Background: an optimization exercise with open tools, aiming at small area. Do not read the settings as production practice.
Only simulation tests tie the RTL to the original design; equivalence was not proved.
Power and IR drop assume default switching activity.

### run.sh
#!/bin/bash
# synth_recipe.tcl (not shown) runs the flow's synth.tcl, then flattens the netlist and writes it again
# the make line also repeats each setting of config.mk as NAME=value (left out here)
make -C /OpenROAD-flow-scripts/flow DESIGN_CONFIG=/design/flow/config.mk WORK_HOME=/design/flow/orfs CLKGATE_MAP_FILE= SYNTH_SCRIPT=/design/flow/synth_recipe.tcl finish
### config.mk
export PLATFORM = sky130hd
export DESIGN_NAME = dso100fb
export DESIGN_NICKNAME = dso100fb
export VERILOG_FILES = /design/flow/design.v
export SDC_FILE = /design/flow/constraint.sdc
export NUM_CORES = 4
export LEC_CHECK = 0
export CAP_MARGIN = 20
export CORE_MARGIN = 2
export CORE_UTILIZATION = 40
export SLEW_MARGIN = 20
### constraint.sdc
create_clock -name core_clock -period 10.0 [get_ports {CLK}]
set_input_delay 2.0000 -clock core_clock [delete_from_list [all_inputs] [get_ports {CLK}]]
set_output_delay 2.0000 -clock core_clock [all_outputs]
set_load 0.01 [all_outputs]
### design.v
module dso100fb_registers (
    input CLK,
    input RST_N,
    input      [31:0] PADDR,
    input             PENABLE,
    output reg [31:0] PRDATA,
    output            PREADY,
    output            PSLVERR,    
    input             PSEL,
    input      [31:0] PWDATA,
    input             PWRITE,
    output            INTR,
    output reg        START,
    output reg        STOP,
    input             STARTED,
    input             STOPPED,
    input       [1:0] STATE,
    output reg [31:0] FETCH_FB_BASE,
    output reg [22:0] FETCH_FB_LENGTH,
    output reg [11:0] TIMING_WIDTHBEFOREOVERLAY,
    output reg [11:0] TIMING_WIDTHOVERLAY,
    output reg [11:0] TIMING_WIDTHAFTEROVERLAY,
    output reg [11:0] TIMING_HFRONTPORCH,
    output reg [11:0] TIMING_HSYNCPULSE,
    output reg [11:0] TIMING_HBACKPORCH,
    output reg [11:0] TIMING_HEIGHTBEFOREOVERLAY,
    output reg [11:0] TIMING_HEIGHTOVERLAY,
    output reg [11:0] TIMING_HEIGHTAFTEROVERLAY,
    output reg [11:0] TIMING_VFRONTPORCH,
    output reg [11:0] TIMING_VSYNCPULSE,
    output reg [11:0] TIMING_VBACKPORCH,
    output reg        HSYNC_POLARITY,
    output reg        VSYNC_POLARITY,
    output reg        DE_POLARITY
);
    reg [1:0] isr;
    reg [1:0] imr;
    assign PREADY = 1'b1;
    assign PSLVERR = 1'b0;
    always @ (posedge CLK or negedge RST_N)
        if(!RST_N)
        begin
            PRDATA <= 32'b0;
            START <= 1'b0;
            STOP <= 1'b0;
            isr <= 2'b00;
            imr <= 2'b00;
            FETCH_FB_BASE <= 32'b0;
            FETCH_FB_LENGTH <= 23'b0;
            TIMING_WIDTHBEFOREOVERLAY <= 12'b0;
            TIMING_WIDTHOVERLAY <= 12'b0;
            TIMING_WIDTHAFTEROVERLAY <= 12'b0;
            TIMING_HFRONTPORCH <= 12'b0;
            TIMING_HSYNCPULSE <= 12'b0;
            TIMING_HBACKPORCH <= 12'b0;
            TIMING_HEIGHTBEFOREOVERLAY <= 12'b0;
            TIMING_HEIGHTOVERLAY <= 12'b0;
            TIMING_HEIGHTAFTEROVERLAY <= 12'b0;
            TIMING_VFRONTPORCH <= 12'b0;
            TIMING_VSYNCPULSE <= 12'b0;
            TIMING_VBACKPORCH <= 12'b0;
            HSYNC_POLARITY <= 1'b0;
            VSYNC_POLARITY <= 1'b0;
            DE_POLARITY <= 1'b0;
        end
        else
        begin
            isr[0] <= isr[0] | STARTED;
            isr[1] <= isr[1] | STOPPED;
            START <= 1'b0;
            STOP <= 1'b0;
            if(PSEL)
            begin
                PRDATA <= 32'b0;
                case(PADDR[5:2])                
                4'd0:
                    PRDATA[3:2] <= STATE;
                4'd1:
                    PRDATA[1:0] <= isr;
                4'd2:
                    PRDATA[1:0] <= imr;
                4'd3:
                    PRDATA <= FETCH_FB_BASE;
                4'd4:
                    PRDATA[22:0] <= FETCH_FB_LENGTH;
                4'd5:
                begin
                    PRDATA[11:0] <= TIMING_WIDTHBEFOREOVERLAY;
                    PRDATA[27:16] <= TIMING_WIDTHOVERLAY;
                end
               4'd6:
               begin
                   PRDATA[11:0] <= TIMING_WIDTHAFTEROVERLAY;
                   PRDATA[27:16] <= TIMING_HFRONTPORCH;
               end
                4'd7:
                begin
                    PRDATA[11:0] <= TIMING_HSYNCPULSE;
                    PRDATA[27:16] <= TIMING_HBACKPORCH;
                end
                4'd8:
                begin
                    PRDATA[11:0] <= TIMING_HEIGHTBEFOREOVERLAY;
                    PRDATA[27:16] <= TIMING_HEIGHTOVERLAY;
                end
               4'd9:
               begin
                   PRDATA[11:0] <= TIMING_HEIGHTAFTEROVERLAY;
                   PRDATA[27:16] <= TIMING_VFRONTPORCH;
               end
                4'd10:
                begin
                    PRDATA[11:0] <= TIMING_VSYNCPULSE;
                    PRDATA[27:16] <= TIMING_VBACKPORCH;
                end
                4'd11:
                begin
                    PRDATA[1] <= HSYNC_POLARITY;
                    PRDATA[2] <= VSYNC_POLARITY;
                    PRDATA[0] <= DE_POLARITY;
                end
                default: ;
                endcase
                if(PWRITE & PENABLE)
                begin
                    case(PADDR[5:2])
                    4'd0:
                    begin
                        START <= PWDATA[0];
                        STOP <= PWDATA[1];
                    end
                    4'd1:
                        isr <= isr & PWDATA[1:0];
                    4'd2:
                        imr <= PWDATA[1:0];
                    4'd3:
                        FETCH_FB_BASE <= PWDATA;
                    4'd4:
                        FETCH_FB_LENGTH <= PWDATA[22:0];
                    4'd5:
                    begin
                        TIMING_WIDTHBEFOREOVERLAY <= PWDATA[11:0];
                        TIMING_WIDTHOVERLAY <= PWDATA[27:16];
                    end
                    4'd6:
                    begin
                        TIMING_WIDTHAFTEROVERLAY <= PWDATA[11:0];
                        TIMING_HFRONTPORCH <= PWDATA[27:16];
                    end
                    4'd7:
                    begin
                        TIMING_HSYNCPULSE <= PWDATA[11:0];
                        TIMING_HBACKPORCH <= PWDATA[27:16];
                    end
                    4'd8:
                    begin
                        TIMING_HEIGHTBEFOREOVERLAY <= PWDATA[11:0];
                        TIMING_HEIGHTOVERLAY <= PWDATA[27:16];
                    end
                    4'd9:
                    begin
                        TIMING_HEIGHTAFTEROVERLAY <= PWDATA[11:0];
                        TIMING_VFRONTPORCH <= PWDATA[27:16];
                    end
                    4'd10:
                    begin
                        TIMING_VSYNCPULSE <= PWDATA[11:0];
                        TIMING_VBACKPORCH <= PWDATA[27:16];
                    end
                    4'd11:
                    begin
                        HSYNC_POLARITY <= PWDATA[1];
                        VSYNC_POLARITY <= PWDATA[2];
                        DE_POLARITY <= PWDATA[0];
                    end
                    default: ;
                    endcase            
                end
            end
        end
    assign INTR = |(isr & imr);
endmodule
module dso100fb_startstop (
  input CLK,
  input RST_N,
  input START,
  input STOP,
  output reg STARTED,
  output reg STOPPED,
  output reg [1:0] STATE,
  output reg FETCH_EN,
  output reg LCD_ENABLE,
  output reg SYNC_ENABLE,
  input FRAME,
  output reg BL_ENABLE
);
    reg [2:0] internal_state;
    always @ (posedge CLK or negedge RST_N)
        if(!RST_N)
        begin
            STATE <= 2'b00;
            internal_state <= 3'b000;
            FETCH_EN <= 1'b0;
            LCD_ENABLE <= 1'b0;
            SYNC_ENABLE <= 1'b0;
            STARTED <= 1'b0;
            STOPPED <= 1'b0;
            BL_ENABLE <= 1'b0;
        end
        else
        begin
            STARTED <= 1'b0;
            STOPPED <= 1'b0;
            case(internal_state)
            3'b000:
                if(START)
                begin
                    STATE <= 2'b01;
                    FETCH_EN <= 1'b1;
                    internal_state <= 3'b001;
                    LCD_ENABLE <= 1'b1;
                    SYNC_ENABLE <= 1'b1;
                end
            3'b001:
                if(FRAME)
                    internal_state <= 3'b010;
            3'b010:
                if(FRAME)
                begin
                    BL_ENABLE <= 1'b1;
                    internal_state <= 3'b011;
                    STATE <= 2'b10;
                    STARTED <= 1'b1;
                end
            3'b011:
                if(STOP)
                begin
                    STATE <= 2'b11;
                    internal_state <= 3'b100;
                    BL_ENABLE <= 1'b0;
                end
            3'b100:
                if(FRAME)
                    internal_state <= 3'b101;
            3'b101:
                if(FRAME)
                begin
                    FETCH_EN <= 1'b0;
                    internal_state <= 3'b110;
                end
            3'b110:
                if(FRAME)
                begin
                    STATE <= 2'b00;
                    FETCH_EN <= 1'b0;
                    internal_state <= 3'b000;
                    LCD_ENABLE <= 1'b0;
                    SYNC_ENABLE <= 1'b0;
                    STOPPED <= 1'b1;
                end
            endcase
        end
endmodule
module dso100fb_fetch (
  input             CLK,
  input             RST_N,
  input             FETCH_EN,
  input      [31:0] FETCH_FB_BASE,
  input      [22:0] FETCH_FB_LENGTH,
  output        [71:0] MCMD_TDATA,
  input                MCMD_TREADY,
  output reg           MCMD_TVALID,
  input          [7:0] MSTS_TDATA,
  output               MSTS_TREADY,
  input                MSTS_TVALID
);
    assign MCMD_TDATA = {
        16'b0,
        FETCH_FB_BASE,
        9'b010000001,
        FETCH_FB_LENGTH
    };
    assign MSTS_TREADY = 1'b1;
    always @ (posedge CLK or negedge RST_N)
        if(!RST_N)
            MCMD_TVALID <= 1'b0;
        else
            MCMD_TVALID <= FETCH_EN && MCMD_TREADY;
endmodule
module async_fifo #(
    parameter WIDTH = 8,
    parameter DEPTH = 11,
    parameter WR_THRESHOLD = 1'b0,
    localparam WORDS = 1 << DEPTH
) (
    input                     RD_CLK,
    input                     RD_RST_N,
    input                     RD,
    output reg                RD_EMPTY,
    output reg [WIDTH - 1: 0] RD_DATA,
    input                     WR_CLK,
    input                     WR_RST_N,
    input                     WR,
    output reg                WR_FULL,
    input      [WIDTH - 1:0]  WR_DATA,
    output                    WR_LESS_THAN_HALF_FULL,
    output reg                WR_ABOVE_THRESHOLD
);
    reg [DEPTH:0] rptr;
    reg [DEPTH:0] wptr;
    wire [DEPTH - 1:0] wr_addr;
    wire [DEPTH - 1:0] rd_addr;
    reg [WIDTH - 1:0] mem [0:WORDS - 1];
    reg [DEPTH:0] wq1_rptr;
    reg [DEPTH:0] wq2_rptr;
    reg [DEPTH:0] rq1_wptr;
    reg [DEPTH:0] rq2_wptr;
    reg [DEPTH:0] rbin;
    wire [DEPTH:0] rgraynext, rbinnext;
    wire rempty_val;
    reg [DEPTH:0] wbin;
    wire [DEPTH:0] wgraynext, wbinnext;
    wire wfull_val;
    wire [DEPTH:0] wq2_rptr_bin;
    wire [DEPTH:0] wq2_rptr_fullval;        
    wire [DEPTH:0] wr_available;
    always @ (posedge WR_CLK)
    begin
        if(WR && !WR_FULL)
            mem[wr_addr] <= WR_DATA;
    end
    always @ (posedge RD_CLK)
        RD_DATA <= mem[rd_addr];
    always @ (posedge WR_CLK or negedge WR_RST_N)
        if(!WR_RST_N)
            { wq2_rptr, wq1_rptr } <= 0;
        else
            { wq2_rptr, wq1_rptr } <= { wq1_rptr, rptr };
    always @ (posedge RD_CLK or negedge RD_RST_N)
        if(!RD_RST_N)
            { rq2_wptr, rq1_wptr } <= 0;
        else
            { rq2_wptr, rq1_wptr } <= { rq1_wptr, wptr };
    always @ (posedge RD_CLK or negedge RD_RST_N)
        if(!RD_RST_N)
            { rbin, rptr } <= 0;
        else
            { rbin, rptr } <= { rbinnext, rgraynext };
    assign rd_addr = rbin[DEPTH - 1:0];
    assign rbinnext = rbin + (RD & ~RD_EMPTY);
    assign rgraynext = (rbinnext >> 1) ^ rbinnext;
    assign rempty_val = (rgraynext == rq2_wptr);
    always @ (posedge RD_CLK or negedge RD_RST_N)
        if(!RD_RST_N)
            RD_EMPTY <= 1'b1;
        else
            RD_EMPTY <= rempty_val;
    always @ (posedge WR_CLK or negedge WR_RST_N)
        if(!WR_RST_N)
            { wbin, wptr } <= 0;
        else
            { wbin, wptr } <= { wbinnext, wgraynext };
    assign wr_addr = wbin[DEPTH - 1:0];
    assign wbinnext = wbin + (WR & ~WR_FULL);
    assign wgraynext = (wbinnext >> 1) ^ wbinnext;
    assign wq2_rptr_fullval = { ~wq2_rptr[DEPTH:DEPTH - 1], wq2_rptr[DEPTH - 2:0] };
    assign wfull_val = wgraynext == wq2_rptr_fullval;
    assign WR_LESS_THAN_HALF_FULL = (wgraynext[DEPTH] ^ wq2_rptr[DEPTH]) == 1'b0;
    always @ (posedge WR_CLK or negedge WR_RST_N)
        if(!WR_RST_N)
            WR_FULL <= 1'b0;
        else
            WR_FULL <= wfull_val;
    genvar i;
    generate
        for(i = 0; i <= DEPTH; i = i + 1)
        begin : gray2bin
            assign wq2_rptr_bin[i] = ^(wq2_rptr_fullval >> i);
        end
    endgenerate
    assign wr_available = wq2_rptr_bin - wbin;
    always @ (posedge WR_CLK or negedge WR_RST_N)
        if(!WR_RST_N)
            WR_ABOVE_THRESHOLD <= 1'b0;
        else
            WR_ABOVE_THRESHOLD <= wr_available > WR_THRESHOLD;
endmodule
module dso100fb_sync (
    input        CLK,
    input        VIDCLK,
    input        RST_N,
    input        VID_RST_N,
    input        EN,
    output reg   VID_DE,
    output reg   VID_HSYNC,
    output reg   VID_VSYNC,
    output       VIDEO_FETCH,
    output       OVERLAY_EN,
    output       OVERLAY_SYNC,
    input [11:0] WIDTHBEFOREOVERLAY,
    input [11:0] WIDTHOVERLAY,
    input [11:0] WIDTHAFTEROVERLAY,
    input [11:0] HFRONTPORCH,
    input [11:0] HSYNCPULSE,
    input [11:0] HBACKPORCH,
    input [11:0] HEIGHTBEFOREOVERLAY,
    input [11:0] HEIGHTOVERLAY,
    input [11:0] HEIGHTAFTEROVERLAY,
    input [11:0] VFRONTPORCH,
    input [11:0] VSYNCPULSE,
    input [11:0] VBACKPORCH,
    input        HSYNC_POLARITY,
    input        VSYNC_POLARITY,
    input        DE_POLARITY,
    output       FRAME
);
    reg en_sync, en_video;
    reg [2:0] hstate;
    reg [2:0] vstate;
    reg frame;
    reg line;
    reg [11:0] hcounter;
    reg [11:0] vcounter;
    wire hcounter_end;
    wire vcounter_end;
    wire de;
    reg hde;
    reg vde;
    reg hsync;
    reg vsync;
    reg v_overlay_en;
    reg h_overlay_en;
    wire de_pol;
    wire hsync_pol;
    wire vsync_pol;
    reg frame_req;
    reg frame_sync, frame_main, frame_delayed;
    reg frame_ack_sync, frame_ack_video;
    reg [11:0] WIDTHBEFOREOVERLAY_vid;
    reg [11:0] WIDTHOVERLAY_vid;
    reg [11:0] WIDTHAFTEROVERLAY_vid;
    reg [11:0] HFRONTPORCH_vid;
    reg [11:0] HSYNCPULSE_vid;
    reg [11:0] HBACKPORCH_vid;
    reg [11:0] HEIGHTBEFOREOVERLAY_vid;
    reg [11:0] HEIGHTOVERLAY_vid;
    reg [11:0] HEIGHTAFTEROVERLAY_vid;
    reg [11:0] VFRONTPORCH_vid;
    reg [11:0] VSYNCPULSE_vid;
    reg [11:0] VBACKPORCH_vid;
    reg        HSYNC_POLARITY_vid;
    reg        VSYNC_POLARITY_vid;
    reg        DE_POLARITY_vid;
    always @ (posedge VIDCLK or negedge VID_RST_N)
        if(!VID_RST_N)
        begin
            WIDTHBEFOREOVERLAY_vid <= 12'b0;
            WIDTHOVERLAY_vid <= 12'b0;
            WIDTHAFTEROVERLAY_vid <= 12'b0;
            HFRONTPORCH_vid <= 12'b0;
            HSYNCPULSE_vid <= 12'b0;
            HBACKPORCH_vid <= 12'b0;
            HEIGHTBEFOREOVERLAY_vid <= 12'b0;
            HEIGHTOVERLAY_vid <= 12'b0;
            HEIGHTAFTEROVERLAY_vid <= 12'b0;
            VFRONTPORCH_vid <= 12'b0;
            VSYNCPULSE_vid <= 12'b0;
            VBACKPORCH_vid <= 12'b0;
            HSYNC_POLARITY_vid <= 1'b0;
            VSYNC_POLARITY_vid <= 1'b0;
            DE_POLARITY_vid <= 1'b0;
        end
        else
        begin
            WIDTHBEFOREOVERLAY_vid <= WIDTHBEFOREOVERLAY;
            WIDTHOVERLAY_vid <= WIDTHOVERLAY;
            WIDTHAFTEROVERLAY_vid <= WIDTHAFTEROVERLAY;
            HFRONTPORCH_vid <= HFRONTPORCH;
            HSYNCPULSE_vid <= HSYNCPULSE;
            HBACKPORCH_vid <= HBACKPORCH;
            HEIGHTBEFOREOVERLAY_vid <= HEIGHTBEFOREOVERLAY;
            HEIGHTOVERLAY_vid <= HEIGHTOVERLAY;
            HEIGHTAFTEROVERLAY_vid <= HEIGHTAFTEROVERLAY;
            VFRONTPORCH_vid <= VFRONTPORCH;
            VSYNCPULSE_vid <= VSYNCPULSE;
            VBACKPORCH_vid <= VBACKPORCH;
            HSYNC_POLARITY_vid <= HSYNC_POLARITY;
            VSYNC_POLARITY_vid <= VSYNC_POLARITY;
            DE_POLARITY_vid <= DE_POLARITY;
        end
    always @ (posedge VIDCLK or negedge VID_RST_N)
        if(!VID_RST_N)
            frame_req <= 1'b0;
        else
            frame_req <= (frame_req || frame) && !frame_ack_video;
    always @ (posedge CLK or negedge RST_N)
        if(!RST_N)
            { frame_delayed, frame_main, frame_sync } <= 3'b000;
        else
            { frame_delayed, frame_main, frame_sync } <= { frame_main, frame_sync, frame_req };
    always @ (posedge VIDCLK or negedge VID_RST_N)
        if(!VID_RST_N)
            { frame_ack_video, frame_ack_sync } <= 2'b00;
        else
            { frame_ack_video, frame_ack_sync } <= { frame_ack_sync, frame_main };
    assign FRAME = frame_main && !frame_delayed;
    assign de = hde && vde;
    assign OVERLAY_EN = h_overlay_en && v_overlay_en;
    always @ (posedge VIDCLK or negedge VID_RST_N)
        if(!VID_RST_N)
            { en_video, en_sync } <= 2'b00;
        else
            { en_video, en_sync } <= { en_sync, EN };
    always @ (posedge VIDCLK or negedge VID_RST_N)
        if(!VID_RST_N)
        begin
            hstate <= 3'b000;
            hcounter <= 12'b0;
            hsync <= 1'b0;
            hde <= 1'b0;
            h_overlay_en <= 1'b0;
            line <= 1'b0;
        end
        else
        begin
            line <= 1'b0; 
            if(hcounter_end || !en_video)
                case(hstate)
                3'b000:
                    if(en_video)
                    begin
                        hstate <= 3'b001;
                        hcounter <= HFRONTPORCH_vid;
                    end
                3'b001:
                    if(en_video)
                    begin
                        hstate <= 3'b010;
                        hsync <= 1'b1;
                        hcounter <= HSYNCPULSE_vid;
                        line <= 1'b1;
                    end
                    else
                    begin
                        hstate <= 3'b000;
                    end
                3'b010:
                begin
                    hstate <= 3'b011;
                    hsync <= 1'b0;
                    hcounter <= HBACKPORCH_vid;
                end
                3'b011:
                begin
                    hde <= 1'b1;
                    if(|WIDTHBEFOREOVERLAY_vid)
                    begin
                        hstate <= 3'b100;
                        hcounter <= WIDTHBEFOREOVERLAY_vid;
                    end
                    else if(|WIDTHOVERLAY_vid)
                    begin
                        hstate <= 3'b101;
                        hcounter <= WIDTHOVERLAY_vid;
                        h_overlay_en <= 1'b1;                    
                    end
                    else
                    begin
                        hstate <= 3'b110;
                        hcounter <= WIDTHAFTEROVERLAY_vid;                    
                    end
                end
                3'b100:
                    if(|WIDTHOVERLAY_vid)
                    begin
                        hstate <= 3'b101;
                        hcounter <= WIDTHOVERLAY_vid;
                        h_overlay_en <= 1'b1;
                    end
                    else if(|WIDTHAFTEROVERLAY_vid)
                    begin
                        hstate <= 3'b110;
                        hcounter <= WIDTHAFTEROVERLAY_vid;     
                    end
                    else
                    begin
                        hde <= 1'b0;
                        hstate <= 3'b001;
                        hcounter <= HFRONTPORCH_vid;                        
                    end
                3'b101:
                begin
                    h_overlay_en <= 1'b0;
                    if(|WIDTHAFTEROVERLAY_vid)
                    begin
                        hstate <= 3'b110;
                        hcounter <= WIDTHAFTEROVERLAY_vid;     
                    end
                    else
                    begin
                        hde <= 1'b0;
                        hstate <= 3'b001;
                        hcounter <= HFRONTPORCH_vid;                        
                    end
                end
                3'b110:
                begin
                    hde <= 1'b0;
                    hstate <= 3'b001;
                    hcounter <= HFRONTPORCH_vid;    
                end
            endcase
            else
                hcounter <= hcounter - 1'b1;
        end
    always @ (posedge VIDCLK or negedge VID_RST_N)
    if(!VID_RST_N)
    begin
        vstate <= 3'b000;
        vcounter <= 12'b0;
        vsync <= 1'b0;
        vde <= 1'b0;
        v_overlay_en <= 1'b0;
        frame <= 1'b0;
    end
    else
    begin
        frame <= 1'b0; 
        if(line || !en_video)
        begin           
            if(vcounter_end || !en_video)
                case(vstate)
                3'b000:
                    if(en_video)
                    begin
                        vstate <= 3'b001;
                        vcounter <= HFRONTPORCH_vid;
                    end
                3'b001:
                begin
                    frame <= 1'b1;
                    if(en_video)
                    begin
                        vstate <= 3'b010;
                        vsync <= 1'b1;
                        vcounter <= VSYNCPULSE_vid;
                    end
                    else
                    begin
                        vstate <= 3'b000;
                    end
                end
                3'b010:
                begin
                    vstate <= 3'b011;
                    vsync <= 1'b0;
                    vcounter <= VBACKPORCH_vid;
                end
                3'b011:
                begin
                    vde <= 1'b1;
                    if(|HEIGHTBEFOREOVERLAY_vid)
                    begin
                        vstate <= 3'b100;
                        vcounter <= HEIGHTBEFOREOVERLAY_vid;
                    end
                    else if(|HEIGHTOVERLAY_vid)
                    begin
                        vstate <= 3'b101;
                        vcounter <= HEIGHTOVERLAY_vid;
                        v_overlay_en <= 1'b1;                    
                    end
                    else
                    begin
                        vstate <= 3'b110;
                        vcounter <= HEIGHTAFTEROVERLAY_vid;                    
                    end
                end
                3'b100:
                    if(|HEIGHTOVERLAY_vid)
                    begin
                        vstate <= 3'b101;
                        vcounter <= HEIGHTOVERLAY_vid;
                        v_overlay_en <= 1'b1;
                    end
                    else if(|HEIGHTAFTEROVERLAY_vid)
                    begin
                        vstate <= 3'b110;
                        vcounter <= HEIGHTAFTEROVERLAY_vid;     
                    end
                    else
                    begin
                        vde <= 1'b0;
                        vstate <= 3'b001;
                        vcounter <= VFRONTPORCH_vid;                        
                    end
                3'b101:
                begin
                    v_overlay_en <= 1'b0;
                    if(|HEIGHTAFTEROVERLAY_vid)
                    begin
                        vstate <= 3'b110;
                        vcounter <= HEIGHTAFTEROVERLAY_vid;     
                    end
                    else
                    begin
                        vde <= 1'b0;
                        vstate <= 3'b001;
                        vcounter <= VFRONTPORCH_vid;                        
                    end
                end
                3'b110:
                begin
                    vde <= 1'b0;
                    vstate <= 3'b001;
                    vcounter <= VFRONTPORCH_vid;    
                end
                endcase
            else
              vcounter <= vcounter - 1'b1;
        end
    end
    assign hcounter_end = !(|hcounter[11:1]);
    assign vcounter_end = !(|vcounter[11:1]);
    assign de_pol = de ^ DE_POLARITY_vid; 
    assign hsync_pol = hsync ^ HSYNC_POLARITY_vid;
    assign vsync_pol = vsync ^ VSYNC_POLARITY_vid;
    always @ (posedge VIDCLK or negedge VID_RST_N)
        if(!VID_RST_N)
        begin
            VID_DE <= 1'b0;
            VID_HSYNC <= 1'b0;
            VID_VSYNC <= 1'b0;
        end
        else
        begin
            VID_DE <= de_pol;
            VID_HSYNC <= hsync_pol;
            VID_VSYNC <= vsync_pol;
        end
    assign VIDEO_FETCH = de;
    assign OVERLAY_SYNC = frame;
endmodule
module dso100fb_video_mix_saturating_add (
    input [7:0] A,
    input [7:0] B,
    output [7:0] O
);
    wire [8:0] sum;
    assign sum = { 1'b0, A } + { 1'b0, B };
    assign O = sum[7:0] | { 8 { sum[8] } };
endmodule
module dso100fb_video_mix (
    input             VIDCLK,
    input             RST_N,
    input             VIDEO_FETCH,
    input             VIDEO_EMPTY,
    input      [31:0] VIDEO_DATA,
    input             OVERLAY_EN,
    input             OVERLAY_VALID,
    input      [31:0] OVERLAY_DATA,
    input             DE,
    input             HSYNC,
    input             VSYNC,
    output reg [31:0] VID_DATA,
    output reg        VID_DE,
    output reg        VID_HSYNC,
    output reg        VID_VSYNC
);
    reg video_valid, video_valid2;
    reg [31:0] video_data_delayed;
    wire [31:0] video_data;
    reg overlay_valid, overlay_valid2;
    reg [31:0] overlay_data_delayed;
    wire [31:0] overlay_data;
    wire [31:0] mixed_data;
    reg de2, hsync2, vsync2;
    always @ (posedge VIDCLK or negedge RST_N)
        if(!RST_N)
            { video_valid2, video_valid } <= 2'b0;
        else
            { video_valid2, video_valid } <= { video_valid, VIDEO_FETCH && !VIDEO_EMPTY };
    always @ (posedge VIDCLK or negedge RST_N)
        if(!RST_N)
            { overlay_valid2, overlay_valid } <= 2'b00;
        else
            { overlay_valid2, overlay_valid } <= { overlay_valid, OVERLAY_EN && OVERLAY_VALID };
    always @ (posedge VIDCLK or negedge RST_N)
        if(!RST_N)
            video_data_delayed <= 32'b0;
        else
            video_data_delayed <= VIDEO_DATA;
    always @ (posedge VIDCLK or negedge RST_N)
        if(!RST_N)
            overlay_data_delayed <= 32'b0;
        else
            overlay_data_delayed <= OVERLAY_DATA;
    assign video_data = (video_valid2 && de2) ? video_data_delayed : 32'b0;
    assign overlay_data = (overlay_valid2 && de2) ? overlay_data_delayed : 32'b0;
    genvar byte_i;
    generate
        for(byte_i = 0; byte_i < 4; byte_i = byte_i + 1)
        begin : add_byte
            dso100fb_video_mix_saturating_add add (
                .A(video_data[(byte_i + 1) * 8 - 1:(byte_i * 8)]),
                .B(overlay_data[(byte_i + 1) * 8 - 1:(byte_i * 8)]),
                .O(mixed_data[(byte_i + 1) * 8 - 1:(byte_i * 8)])
            );
        end
    endgenerate
    always @ (posedge VIDCLK or negedge RST_N)
        if(!RST_N)
        begin
            VID_DATA <= 32'b0;
            { VID_DE, de2 } <= 2'b0;
            { VID_HSYNC, hsync2 } <= 2'b0;
            { VID_VSYNC, vsync2 } <= 2'b0;
        end
        else
        begin
            VID_DATA <= mixed_data;
            { VID_DE, de2 } <= { de2, DE };
            { VID_HSYNC, hsync2 } <= { hsync2, HSYNC };
            { VID_VSYNC, vsync2 } <= { vsync2, VSYNC };
        end
endmodule
module dso100fb (
    (* X_INTERFACE_INFO = "xilinx.com:signal:clock:1.0 clock_intf CLK" *)
    (* X_INTERFACE_PARAMETER = "ASSOCIATED_ASYNC_RESET RST_N, ASSOCIATED_BUSIF MCMD_AXIS:MSTS_AXIS:MDATA_AXIS" *)
    input         CLK,
    (* X_INTERFACE_INFO = "xilinx.com:signal:reset:1.0 reset_intf RST" *)
    input         RST_N,
    (* X_INTERFACE_INFO = "xilinx.com:interface:apb:1.0 APB PADDR" *)
    input  [31:0] PADDR,
    (* X_INTERFACE_INFO = "xilinx.com:interface:apb:1.0 APB PENABLE" *)
    input         PENABLE,
    (* X_INTERFACE_INFO = "xilinx.com:interface:apb:1.0 APB PRDATA" *)
    output [31:0] PRDATA,
    (* X_INTERFACE_INFO = "xilinx.com:interface:apb:1.0 APB PREADY" *)
    output        PREADY,
    (* X_INTERFACE_INFO = "xilinx.com:interface:apb:1.0 APB PSLVERR" *)
    output        PSLVERR,        
    (* X_INTERFACE_INFO = "xilinx.com:interface:apb:1.0 APB PSEL" *)
    input         PSEL,
    (* X_INTERFACE_INFO = "xilinx.com:interface:apb:1.0 APB PWDATA" *)
    input  [31:0] PWDATA,
    (* X_INTERFACE_INFO = "xilinx.com:interface:apb:1.0 APB PWRITE" *)
    input         PWRITE,
    (* X_INTERFACE_INFO = "xilinx.com:interface:axis:1.0 MCMD_AXIS TDATA" *)
    output        [71:0] MCMD_TDATA,
    (* X_INTERFACE_INFO = "xilinx.com:interface:axis:1.0 MCMD_AXIS TREADY" *)
    input                MCMD_TREADY,
    (* X_INTERFACE_INFO = "xilinx.com:interface:axis:1.0 MCMD_AXIS TVALID" *)
    output               MCMD_TVALID,
    (* X_INTERFACE_INFO = "xilinx.com:interface:axis:1.0 MSTS_AXIS TDATA" *)
    input          [7:0] MSTS_TDATA,
    (* X_INTERFACE_INFO = "xilinx.com:interface:axis:1.0 MSTS_AXIS TREADY" *)
    output               MSTS_TREADY,
    (* X_INTERFACE_INFO = "xilinx.com:interface:axis:1.0 MSTS_AXIS TVALID" *)
    input                MSTS_TVALID,
    (* X_INTERFACE_INFO = "xilinx.com:interface:axis:1.0 MDATA_AXIS TDATA" *)
    input         [31:0] MDATA_TDATA,
    (* X_INTERFACE_INFO = "xilinx.com:interface:axis:1.0 MDATA_AXIS TREADY" *)
    output               MDATA_TREADY,
    (* X_INTERFACE_INFO = "xilinx.com:interface:axis:1.0 MDATA_AXIS TVALID" *)
    input                MDATA_TVALID,
    (* X_INTERFACE_INFO = "xilinx.com:interface:vid_io_rtl:1.0 VIDEO DATA" *)
    output [31:0] VID_DATA,
    (* X_INTERFACE_INFO = "xilinx.com:interface:vid_io_rtl:1.0 VIDEO ACTIVE_VIDEO" *)
    output        VID_DE,
    (* X_INTERFACE_INFO = "xilinx.com:interface:vid_io_rtl:1.0 VIDEO HSYNC" *)
    output        VID_HSYNC,
    (* X_INTERFACE_INFO = "xilinx.com:interface:vid_io_rtl:1.0 VIDEO VSYNC" *)
    output        VID_VSYNC,
    (* X_INTERFACE_INFO = "xilinx.com:signal:interrupt_rtl:1.0 INTR INTERRUPT" *)
    (* X_INTERFACE_PARAMETER = "SENSITIVITY LEVEL_HIGH" *)
    output        INTR,
    output        LCD_ENABLE,
    output        BL_ENABLE,
    output        OVERLAY_EN,
    input         OVERLAY_VALID,
    input  [31:0] OVERLAY_DATA,
    output        OVERLAY_SYNC,
    output        VID_RST_N          
);
    wire start;
    wire stop;
    wire started;
    wire stopped;
    wire [1:0] state;
    wire fetch_en;
    wire [31:0] fetch_fb_base;
    wire [22:0] fetch_fb_length;
    wire fifo_full;
    wire [11:0] timing_widthbeforeoverlay;
    wire [11:0] timing_widthoverlay;
    wire [11:0] timing_widthafteroverlay;
    wire [11:0] timing_hfrontporch;
    wire [11:0] timing_hsyncpulse;
    wire [11:0] timing_hbackporch;
    wire [11:0] timing_heightbeforeoverlay;
    wire [11:0] timing_heightoverlay;
    wire [11:0] timing_heightafteroverlay;
    wire [11:0] timing_vfrontporch;
    wire [11:0] timing_vsyncpulse;
    wire [11:0] timing_vbackporch;
    wire hsync_polarity;
    wire vsync_polarity;
    wire de_polarity;    
    wire sync_enable;
    wire video_fetch;
    wire frame;
    wire video_empty;
    wire [31:0] video_pixel;
    wire de;
    wire hsync;
    wire vsync;
    wire VIDCLK = CLK;
    reg vid_rst_n;
    reg vid_rst_sync;
    always @ (posedge VIDCLK or negedge RST_N)
        if(!RST_N)
            { vid_rst_n, vid_rst_sync } <= 2'b00;
        else
            { vid_rst_n, vid_rst_sync } <= { vid_rst_sync, 1'b1 };
    assign VID_RST_N = vid_rst_n;
    dso100fb_registers regs (
        .CLK(CLK),
        .RST_N(RST_N),
        .PADDR(PADDR),
        .PENABLE(PENABLE),
        .PRDATA(PRDATA),
        .PREADY(PREADY),
        .PSEL(PSEL),
        .PSLVERR(PSLVERR),
        .PWDATA(PWDATA),
        .PWRITE(PWRITE),
        .INTR(INTR),
        .START(start),
        .STOP(stop),
        .STARTED(started),
        .STOPPED(stopped),
        .STATE(state),
        .FETCH_FB_BASE(fetch_fb_base),
        .FETCH_FB_LENGTH(fetch_fb_length),
        .TIMING_WIDTHBEFOREOVERLAY(timing_widthbeforeoverlay),
        .TIMING_WIDTHOVERLAY(timing_widthoverlay),
        .TIMING_WIDTHAFTEROVERLAY(timing_widthafteroverlay),
        .TIMING_HFRONTPORCH(timing_hfrontporch),
        .TIMING_HSYNCPULSE(timing_hsyncpulse),
        .TIMING_HBACKPORCH(timing_hbackporch),
        .TIMING_HEIGHTBEFOREOVERLAY(timing_heightbeforeoverlay),
        .TIMING_HEIGHTOVERLAY(timing_heightoverlay),
        .TIMING_HEIGHTAFTEROVERLAY(timing_heightafteroverlay),
        .TIMING_VFRONTPORCH(timing_vfrontporch),
        .TIMING_VSYNCPULSE(timing_vsyncpulse),
        .TIMING_VBACKPORCH(timing_vbackporch),
        .HSYNC_POLARITY(hsync_polarity),
        .VSYNC_POLARITY(vsync_polarity),
        .DE_POLARITY(de_polarity)
    );
    dso100fb_startstop startstop (
        .CLK(CLK),
        .RST_N(RST_N),
        .START(start),
        .STOP(stop),
        .STARTED(started),
        .STOPPED(stopped),
        .STATE(state),
        .FETCH_EN(fetch_en),
        .LCD_ENABLE(LCD_ENABLE),
        .SYNC_ENABLE(sync_enable),
        .FRAME(frame),
        .BL_ENABLE(BL_ENABLE)
    );
    dso100fb_fetch fetch (
        .CLK(CLK),
        .RST_N(RST_N),
        .FETCH_EN(fetch_en),
        .FETCH_FB_BASE(fetch_fb_base),
        .FETCH_FB_LENGTH(fetch_fb_length),
        .MCMD_TDATA(MCMD_TDATA),
        .MCMD_TREADY(MCMD_TREADY),
        .MCMD_TVALID(MCMD_TVALID),
        .MSTS_TDATA(MSTS_TDATA),
        .MSTS_TVALID(MSTS_TVALID),
        .MSTS_TREADY(MSTS_TREADY)
    );
    async_fifo #(
        .WIDTH(32),
        .DEPTH(5),
        .WR_THRESHOLD(9'd16)
    ) fb_fifo (
        .RD_CLK(VIDCLK),
        .RD_RST_N(vid_rst_n),
        .RD(video_fetch),
        .RD_EMPTY(video_empty),
        .RD_DATA(video_pixel),
        .WR_CLK(CLK),
        .WR_RST_N(RST_N),
        .WR(MDATA_TVALID),
        .WR_FULL(fifo_full),
        .WR_DATA(MDATA_TDATA),
        .WR_LESS_THAN_HALF_FULL(),
        .WR_ABOVE_THRESHOLD()
    );
    assign MDATA_TREADY = !fifo_full;
    dso100fb_sync sync (
        .CLK(CLK),
        .VIDCLK(VIDCLK),
        .RST_N(RST_N),
        .VID_RST_N(vid_rst_n),
        .EN(sync_enable),
        .VID_DE(de),
        .VID_HSYNC(hsync),
        .VID_VSYNC(vsync),
        .VIDEO_FETCH(video_fetch),
        .OVERLAY_EN(OVERLAY_EN),
        .OVERLAY_SYNC(OVERLAY_SYNC),
        .WIDTHBEFOREOVERLAY(timing_widthbeforeoverlay),
        .WIDTHOVERLAY(timing_widthoverlay),
        .WIDTHAFTEROVERLAY(timing_widthafteroverlay),
        .HFRONTPORCH(timing_hfrontporch),
        .HSYNCPULSE(timing_hsyncpulse),
        .HBACKPORCH(timing_hbackporch),
        .HEIGHTBEFOREOVERLAY(timing_heightbeforeoverlay),
        .HEIGHTOVERLAY(timing_heightoverlay),
        .HEIGHTAFTEROVERLAY(timing_heightafteroverlay),
        .VFRONTPORCH(timing_vfrontporch),
        .VSYNCPULSE(timing_vsyncpulse),
        .VBACKPORCH(timing_vbackporch),
        .HSYNC_POLARITY(hsync_polarity),
        .VSYNC_POLARITY(vsync_polarity),
        .DE_POLARITY(de_polarity),
        .FRAME(frame)
    );
    dso100fb_video_mix mixer (
        .VIDCLK(VIDCLK),
        .RST_N(vid_rst_n),
        .VIDEO_FETCH(video_fetch),
        .VIDEO_EMPTY(video_empty),
        .VIDEO_DATA(video_pixel),
        .OVERLAY_EN(OVERLAY_EN),
        .OVERLAY_VALID(OVERLAY_VALID),
        .OVERLAY_DATA(OVERLAY_DATA),
        .DE(de),
        .HSYNC(hsync),
        .VSYNC(vsync),
        .VID_DATA(VID_DATA),
        .VID_DE(VID_DE),
        .VID_HSYNC(VID_HSYNC),
        .VID_VSYNC(VID_VSYNC)
    );
endmodule
==> run summary <==
-- layout make-up --
type / count / area [um2] / area share [%]
Multi-Input combinational cell: 1677 / 17400 / 23.0
Sequential cell: 1659 / 46500 / 61.6
Clock buffer: 240 / 4910 / 6.50
Timing Repair Buffer: 316 / 2970 / 3.94
Tap cell: 2160 / 2700 / 3.58
Antenna cell: 2 / 5.00 / 0.00663
Clock inverter: 76 / 825 / 1.09
Inverter: 69 / 259 / 0.343
-- cell families after synthesis --
| logic type | count (synthesis) |
|---|---|
| AO/OA/AOI/OAI | 508 |
| adder cells (fa/ha/maj) | 47 |
| buffers and inverters | 288 |
| other | 2 |
| multiplexers | 577 |
| XOR/XNOR | 37 |
| AND/OR/NAND/NOR | 487 |
| flip-flops | 1659 |
-- synthesized netlist by cell type (24+ instances only) --
cell type,instances,share of area [%]
nor3_1,42,0.32
mux2_2,245,4.3
clkbuf_1,135,0.78
edfxtp_1,1024,47
nand3_1,40,0.31
ha_1,42,0.81
dfxtp_1,32,0.99
nand2_1,80,0.46
nor2b_1,24,0.23
a22oi_1,92,1.1
nor2_1,118,0.68
dfrtp_1,602,23
o21ai_0,125,0.97
a21oi_1,62,0.48
inv_1,68,0.39
and3_1,82,0.79
o21a_1,27,0.31
mux4_2,320,11
buf_2,49,0.38
-- metrics by stage --
stage / utilization (%) / hold slack (ns)
global placement: 43.4 / 0.320
floorplan: - / 0.316
detailed placement: 43.4 / 0.320
global route: 47.0 / 0.321
finish: 47.0 / 0.312
CTS: 47.0 / 0.309
-- sequential cells by signal, summed over array words and instances (netlist names), 23 cells and up --
register / cells
regs.PRDATA: 32
mixer.video_data_delayed: 32
fb_fifo.RD_DATA: 32
regs.FETCH_FB_BASE: 32
regs.FETCH_FB_LENGTH: 23
fb_fifo.mem: 1024
mixer.VID_DATA: 32
mixer.overlay_data_delayed: 32
-- worst max-delay path by stage --
stage	cells past startpoint	endpoint
floorplan	0	fb_fifo.rbin[0]
detailed placement	5	fb_fifo.mem[12][18]
global placement	5	fb_fifo.mem[12][16]
CTS	5	fb_fifo.mem[12][13]
finish	5	fb_fifo.mem[12][15]
global route	5	fb_fifo.mem[12][13]
-- layout by cell type (no fill, tap or decap), types with 32 or more instances in the layout --
cell / instances
a21oi_1: 62
a22oi_1: 92
and3_1: 78
buf_4: 76
clkbuf_1: 39
clkbuf_16: 177
clkdlybuf4s50_1: 229
dfrtp_1: 595
dfxtp_1: 32
edfxtp_1: 1024
ha_1: 42
inv_1: 68
mux2_2: 245
mux4_2: 320
nand2_1: 80
nand3_1: 40
nor2_1: 90
nor3_1: 38
o21ai_0: 125
-- power by group through the flow --
stage	Clock, mW	Combinational (mW)	Sequential, mW
detailed placement	0	2.12	8.51
global placement	0	2.11	8.49
floorplan	0	1.37	8.31
global route	6.83	2.30	8.43
finish	6.43	2.13	8.38
CTS	6.55	2.13	8.38
-- routing by layer --
metal / vias to the layer above / track usage [%] / part of all wire [%]
met5: - / 0 / 0.045
met4: 12 / 6.54 / 2.8
met3: 280 / 3.78 / 6.2
met2: 1196 / 32.5 / 47
met1: 18800 / 30.0 / 44
li1: 14800 / - / -
==> run summary <==
Inst Count DP=between 5,000 and 6,000; Worst Hold Class=reg -> reg; Core ar.=between 0.15 and 0.2 mm2; total design power=16.9 mW; Post-Synth Simple-Gate Area=under 10%; row cnt=around 150; R2R setup slack=~5.9 ns; TritonCTS clock tree=built; chip width=between 400 and 500 um; post-CTS setup buffer count=0; Final GP Congestion=just over 0.9; GRT Total Usage=a little over a fifth; Final setup viols=0; Net Sw Power=roughly 4.4 mW; ys flop type=edfxtp_1; IO Pins=~300; final WL=between 150,000 and 200,000 um; Syn Inst Count=roughly 3,600; vias per cell=between 5 and 6; CP Capture Type=register; period utilization=between 40% and 50%; PnR worst setup slack=around 5.3 ns; Die H=roughly 400 um; pwr dens=between 200 and 250 mW/mm2; Net Sw Frac=between 20 and 30%; number of global-route vias before repair=about 35,000; H-Tree Depth=4; fraction of layout cells with a size suffix above 1=24.1%; leakage power total=between 20 and 30 nW; first-pass GRT wire length=approximately 250,000 um; CP startpoint=MDATA_TVALID; CTS sink cnt=between 1,500 and 2,000; RSZ-0062 raised after global routing=no; clock latency (worst-skew pair)=0.81 ns; Sequential Power Share=49.5%; DP Area=~0.070 mm2; yosys synthesis warning count=7; Pre-antenna DRT Iters=6; max-slew violations=0; Max Cap Viol=0; largest net degree at the start of global routing=150; Post-Synth XOR/XNOR Area=less than 1%; post-synthesis mux area share=between 10% and 20%; Die Area=0.165 mm2; DRC viols=0; Iter 0 DRT Violations=between 3,000 and 4,000; Layout Nets=slightly above 4,000; pre-CTS setup slack=roughly 4.4 ns; hold depth=0; Finished Cell Area=between 0.07 and 0.08 mm2; CP required=about 10 ns; number of synthesized register bits=~1,700; DP Wirelength=approximately 100,000 um; CTS Buf Count=170; cts repair resizes=0; Max FO, Critical Path=24; worst r2r path cells=6; GRT overflow=0; final hold vios=0; clock buffer depth=3; slowest stage delay, CP=a little over 0.8 ns; crit path DAT=between 5 and 6 ns; Peak VDD IR=~0.19 mV; setup TNS=0 ns; Worst Setup Start Kind=input port; Post-synth EDFFs=about 1,000; worst-margin pin slew=roughly 1.1 ns; FFs w/ async S/R, synth=between 30% and 40%; slowest cell on the critical path=nor3_2; CP cell instances=clkdlybuf4s50_1, nor2b_1, or3b_2, nor3_2, buf_4; CTS Root Buffer Type=clkbuf_16; clk slew on worst S/H paths=around 0.070 ns; Via Count=approximately 35,000; Routed wire per std cell=between 20 and 30 um; Yosys cell types=85; end of the worst hold path=mixer.video_data_delayed[8]; clock skew=~0.046 ns; initial antenna violation count=16; worst slew margin relative to its limit=26.7%; mean post-synth cell area=about 18 um2; IO Port Bufs=between 200 and 250; Routed Antenna Nets=0; adder-cell area share of the yosys netlist=less than 1%; WP buf/inv=2; P_int=around 13 mW; Post-Syn Area=0.0648 mm2; Hold Path Origin=fb_fifo.RD_DATA[8]; sequential cell area fraction in the yosys report=71.7%; Post-CTS Hold Fix Bufs=0; Compound-Gate Fraction of Synth Area=under 10%; Clk pwr share=a little under two fifths; Cell Count, Final, Fillers Out=slightly above 6,000; crit path time final=4.69 ns; reg-to-reg startpoint=fb_fifo.rbin[0]; Max Clk Rate=between 0.2 and 0.25 GHz; initial core utilization=roughly two fifths; outcome=finished clean; critical path type=in -> reg; worst flop-to-flop path endpoint=fb_fifo.RD_DATA[26]; Comb pwr share=approximately an eighth; main combinational cell family by area after synthesis=multiplexers; P&R area growth vs syn=16.6%; # fillers=13,600; Crit path max-delay family=simple AND/OR/NAND/NOR gates

-- separate check: timing with driven ports --
The results above use ideal ports. As a check the final layout listed here was re-extracted and re-timed, cells and wires unchanged. Step 1 sets driving cells, clkbuf_16 on the clock port and buf_2 on the other inputs (assumed; they add their load-dependent delay and slew). Step 2, shift: input delay + t, output delay - t, t = (earliest + latest rising clock arrival at the registers) / 2. This alone moves slack from input paths to output paths. a / b / c = ideal / step 1 / step 2; a / b = the first two.
t, ns: 0.859
setup WS [ns]: 5.308 / 5.314 / 4.455
slew at the worst register clock pin (ns): 0.07 / 0.07
worst slew at a driven data input, ns: 0.15
pins driven straight from the clock port: 1
After both steps setup and hold are still met in this run. The setup slack of this run moves by +0.006 ns with the drivers and by -0.853 ns with both steps.
